Source: an optimization exercise on an open RTL-to-GDS flow (aim: small area). Production flows keep margins and buffers that such runs may drop. RTL that was checked went through simulation tests only; none was proved equivalent to the original. Power and IR drop assume default switching activity.

Setup of run A:
// finalproject
module finalproject(clk,rst,keypad_row,keypad_col,dot_row,dot_col,seven_seg);
	input clk,rst;
	output [3:0] keypad_row;
	input [3:0] keypad_col;
	output [7:0] dot_row,dot_col;
	output [6:0] seven_seg;
	assign keypad_row = 4'b0000;
	reg [3:0] c10;		 
	reg [2:0] c5;		 
	reg [6:0] ph;		 
	reg [2:0] q;		 
	reg [7:0] r;		 
	reg [15:0] f;		 
	reg fp;			 
	wire [3:0] n_c10;
	wire [2:0] n_c5;
	wire [6:0] n_ph;
	wire [2:0] n_q;
	wire [7:0] n_r;
	wire [15:0] n_f;
	wire n_fp;
	fp_next nx(.c10(c10), .c5(c5), .ph(ph), .q(q), .r(r), .f(f), .fp(fp),
		.n_c10(n_c10), .n_c5(n_c5), .n_ph(n_ph), .n_q(n_q), .n_r(n_r), .n_f(n_f), .n_fp(n_fp),
		.dot_row(dot_row), .dot_col(dot_col), .seven_seg(seven_seg));
	always @(posedge clk or negedge rst) begin
		if (~rst) begin
			c10 <= 4'd0;
			c5 <= 3'd0;
			ph <= 7'd50;
			q <= 3'd7;
			r <= 8'd1;
			f <= 16'd0;
			fp <= 1'b1;
		end else begin
			c10 <= n_c10;
			c5 <= n_c5;
			ph <= n_ph;
			q <= n_q;
			r <= n_r;
			f <= n_f;
			fp <= n_fp;
		end
	end
endmodule
Settings: LEC_CHECK=0, CAP_MARGIN=20, CORE_MARGIN=2, CORE_UTILIZATION=40, PLACE_DENSITY=0.6, SLEW_MARGIN=20; clock period 10.0 ns.
standard.sh (not shown) runs the stock make flow with config.mk's settings and CLKGATE_MAP_FILE= SYNTH_SCRIPT=/design/flow/synth_recipe.tcl, a recipe that flattens the netlist after the stock synthesis.
==> flow/flow/run.sh <==
#!/bin/bash
set -euo pipefail
bash standard.sh "BUFFER_PORTS_ARGS=-buffer_cell sky130_fd_sc_hd__buf_1" finish > standard_flow.log 2>&1
#### Input delta (run B over run A)
==> flow/flow/run.sh <==
#!/bin/bash
set -euo pipefail
bash standard.sh "BUFFER_PORTS_ARGS=-buffer_cell sky130_fd_sc_hd__buf_1" "CTS_ARGS=-sink_clustering_enable -repair_clock_nets -dont_use_dummy_load -buf_list sky130_fd_sc_hd__clkbuf_8 -sink_clustering_size 30 -sink_clustering_max_diameter 150" finish > standard_flow.log 2>&1
[summary]
Against run A, run B comes in about 40% lower on clock power. ~same total length of routed met3 wires in run A and run B. [run B] minimum period implied by the final worst setup slack fell 0.066 ns relative to run A.
Here is what was changed in the inputs of run C compared with run B.
==> flow/flow/run.sh <==
#!/bin/bash
set -euo pipefail
bash standard.sh "BUFFER_PORTS_ARGS=-buffer_cell sky130_fd_sc_hd__buf_1" "CTS_ARGS=-sink_clustering_enable -repair_clock_nets -dont_use_dummy_load" finish > standard_flow.log 2>&1
### Flow results
Result: PASS for each of run B and run C
Summary of run C over run B: design area held, smallest setup slack after layout held, wire length on met3 held.

raven:
finalproject, a different RTL version from the one above (not shown whole).
For scale: about 410 cells after synthesis, about 42 flip-flops, about 3700 um^2 of cells after synthesis.
Design finalproject, start of the top module:
module finalproject(clk,rst,keypad_row,keypad_col,dot_row,dot_col,seven_seg);
Settings: LEC_CHECK=0, CAP_MARGIN=20, CORE_MARGIN=2, CORE_UTILIZATION=40, PLACE_DENSITY=0.6, SLEW_MARGIN=20; clock period 10.0 ns.
==> flow/flow/run.sh <==
#!/bin/bash
set -euo pipefail
bash standard.sh "BUFFER_PORTS_ARGS=-buffer_cell sky130_fd_sc_hd__buf_1" finish > standard_flow.log 2>&1
Every stage of the flow completed for raven, and the final layout passed the timing, design-rule and antenna checks.
diff inputs: raven => sierra
==> flow/run.sh (new file) <==
#!/bin/bash
# synth_recipe.tcl (not shown) runs the flow's synth.tcl, then flattens the netlist and writes it again
# the make line also repeats each setting of config.mk as NAME=value (left out here)
make -C /OpenROAD-flow-scripts/flow DESIGN_CONFIG=/design/flow/config.mk WORK_HOME=/design/flow/orfs CLKGATE_MAP_FILE= SYNTH_SCRIPT=/design/flow/synth_recipe.tcl finish
removed: flow/flow/run.sh
removed: flow/standard.sh
- As far as number of sequential storage elements goes, raven and sierra are indistinguishable; the numbers are identical.
- sierra has less setup slack than raven.
- On maximum frequency: sierra sits below raven.
- Via count of the first global-routing pass, raven and sierra: higher on sierra
- Going from raven to sierra, switching portion of total power shrinks by 2.0 points.
- Compared with raven, sierra shows first-pass GRT wire length that has gone up by a few percent.
- Taking raven as the reference point, the via count of sierra falls by 13.
- Per the comparison of sierra with raven, post-layout utilization of the core increased by 1.8 points relative to the old numbers, cell count did not really move.
Edits applied to the flow inputs when going from sierra to violet:
Settings: CTS_CLUSTER_SIZE newly set to 50; CTS_BUF_LIST newly set to sky130_fd_sc_hd__clkbuf_16; CTS_CLUSTER_DIAMETER newly set to 200.
==> flow/flow/run.sh (new file) <==
#!/bin/bash
set -euo pipefail
bash standard.sh "BUFFER_PORTS_ARGS=-buffer_cell sky130_fd_sc_hd__buf_1" finish > standard_flow.log 2>&1
==> flow/standard.sh (new file) <==
#!/bin/bash
# synth_recipe.tcl (not shown) runs the flow's synth.tcl, then flattens the netlist and writes it again
# the make line also repeats each setting of config.mk as NAME=value (left out here)
make -C /OpenROAD-flow-scripts/flow DESIGN_CONFIG=/design/flow/config.mk WORK_HOME=/design/flow/orfs CLKGATE_MAP_FILE= SYNTH_SCRIPT=/design/flow/synth_recipe.tcl "${@:-finish}"
removed: flow/run.sh
==> comparison <==
- Compared with sierra, violet shows static power due to leakage lower by about 2.7%.
- Critical path data arrival time, violet and sierra, higher one = sierra.
- r[2]$_DFFE_PN0P_ as the source of the critical timing path was reported by sierra, and r[4]$_DFFE_PN0P_ by violet.
- Finished layout cell area went down by a few percent going from sierra to violet.
- Worst setup timing slack at the placement stage: violet and sierra compared, lower one is sierra
- Going from sierra to violet, power after layout rose about 7%; sequential portion of the cell area now larger; share of the cycle needed by the critical path after routing has decreased; total length of routed wires now sits lower; met3 routed wirelength higher.
- For sierra, the cell type of the slowest stage on the worst timing path was sky130_fd_sc_hd__xnor2_1, unlike violet, where it was sky130_fd_sc_hd__dfrtp_1.
No run of this note included a check of the RTL's function; only the layout flow was run.

[separate check: timing with driven ports]
Ports are ideal in the flow. The routed layouts listed here were re-timed in OpenROAD.
Step 1 (the two cells are an assumption about what drives the block):
set clk [get_ports {clk}]
set_driving_cell -lib_cell sky130_fd_sc_hd__clkbuf_16 $clk
set_driving_cell -lib_cell sky130_fd_sc_hd__buf_2 [delete_from_list [all_inputs] $clk]
Step 2 adds t to the input delays and takes it off the output delays; t is the mean of the earliest and latest rising clock arrival at the registers after step 1. Input paths then give back, and output paths get back, about the clock's delay inside the block.
a / b / c = ideal ports / drivers / drivers and shift; a / b = the first two.
run | t, ns | setup slack, ns | hold WS [ns] | worst setup path after step 2 | latest minus earliest clock arrival (ns)
run A | 0.326 | 3.947 / 3.916 / 4.242 | 0.509 / 0.509 / 0.509 | register to output | 0.007 / 0.007
run B | 0.320 | 4.013 / 3.982 / 4.301 | 0.504 / 0.504 / 0.504 | register to output | 0.016 / 0.017
run C | 0.320 | 4.013 / 3.982 / 4.301 | 0.504 / 0.504 / 0.504 | register to output | 0.016 / 0.017
raven | 0.326 | 4.051 / 4.022 / 4.347 | 0.522 / 0.522 / 0.522 | register to output | 0.014 / 0.015
sierra | 0.327 | 3.455 / 3.423 / 3.750 | 0.523 / 0.523 / 0.523 | register to output | 0.012 / 0.012
violet | 0.314 | 4.061 / 4.027 / 4.341 | 0.519 / 0.519 / 0.519 | register to output | 0.006 / 0.007
After both steps every run listed still meets setup and hold.
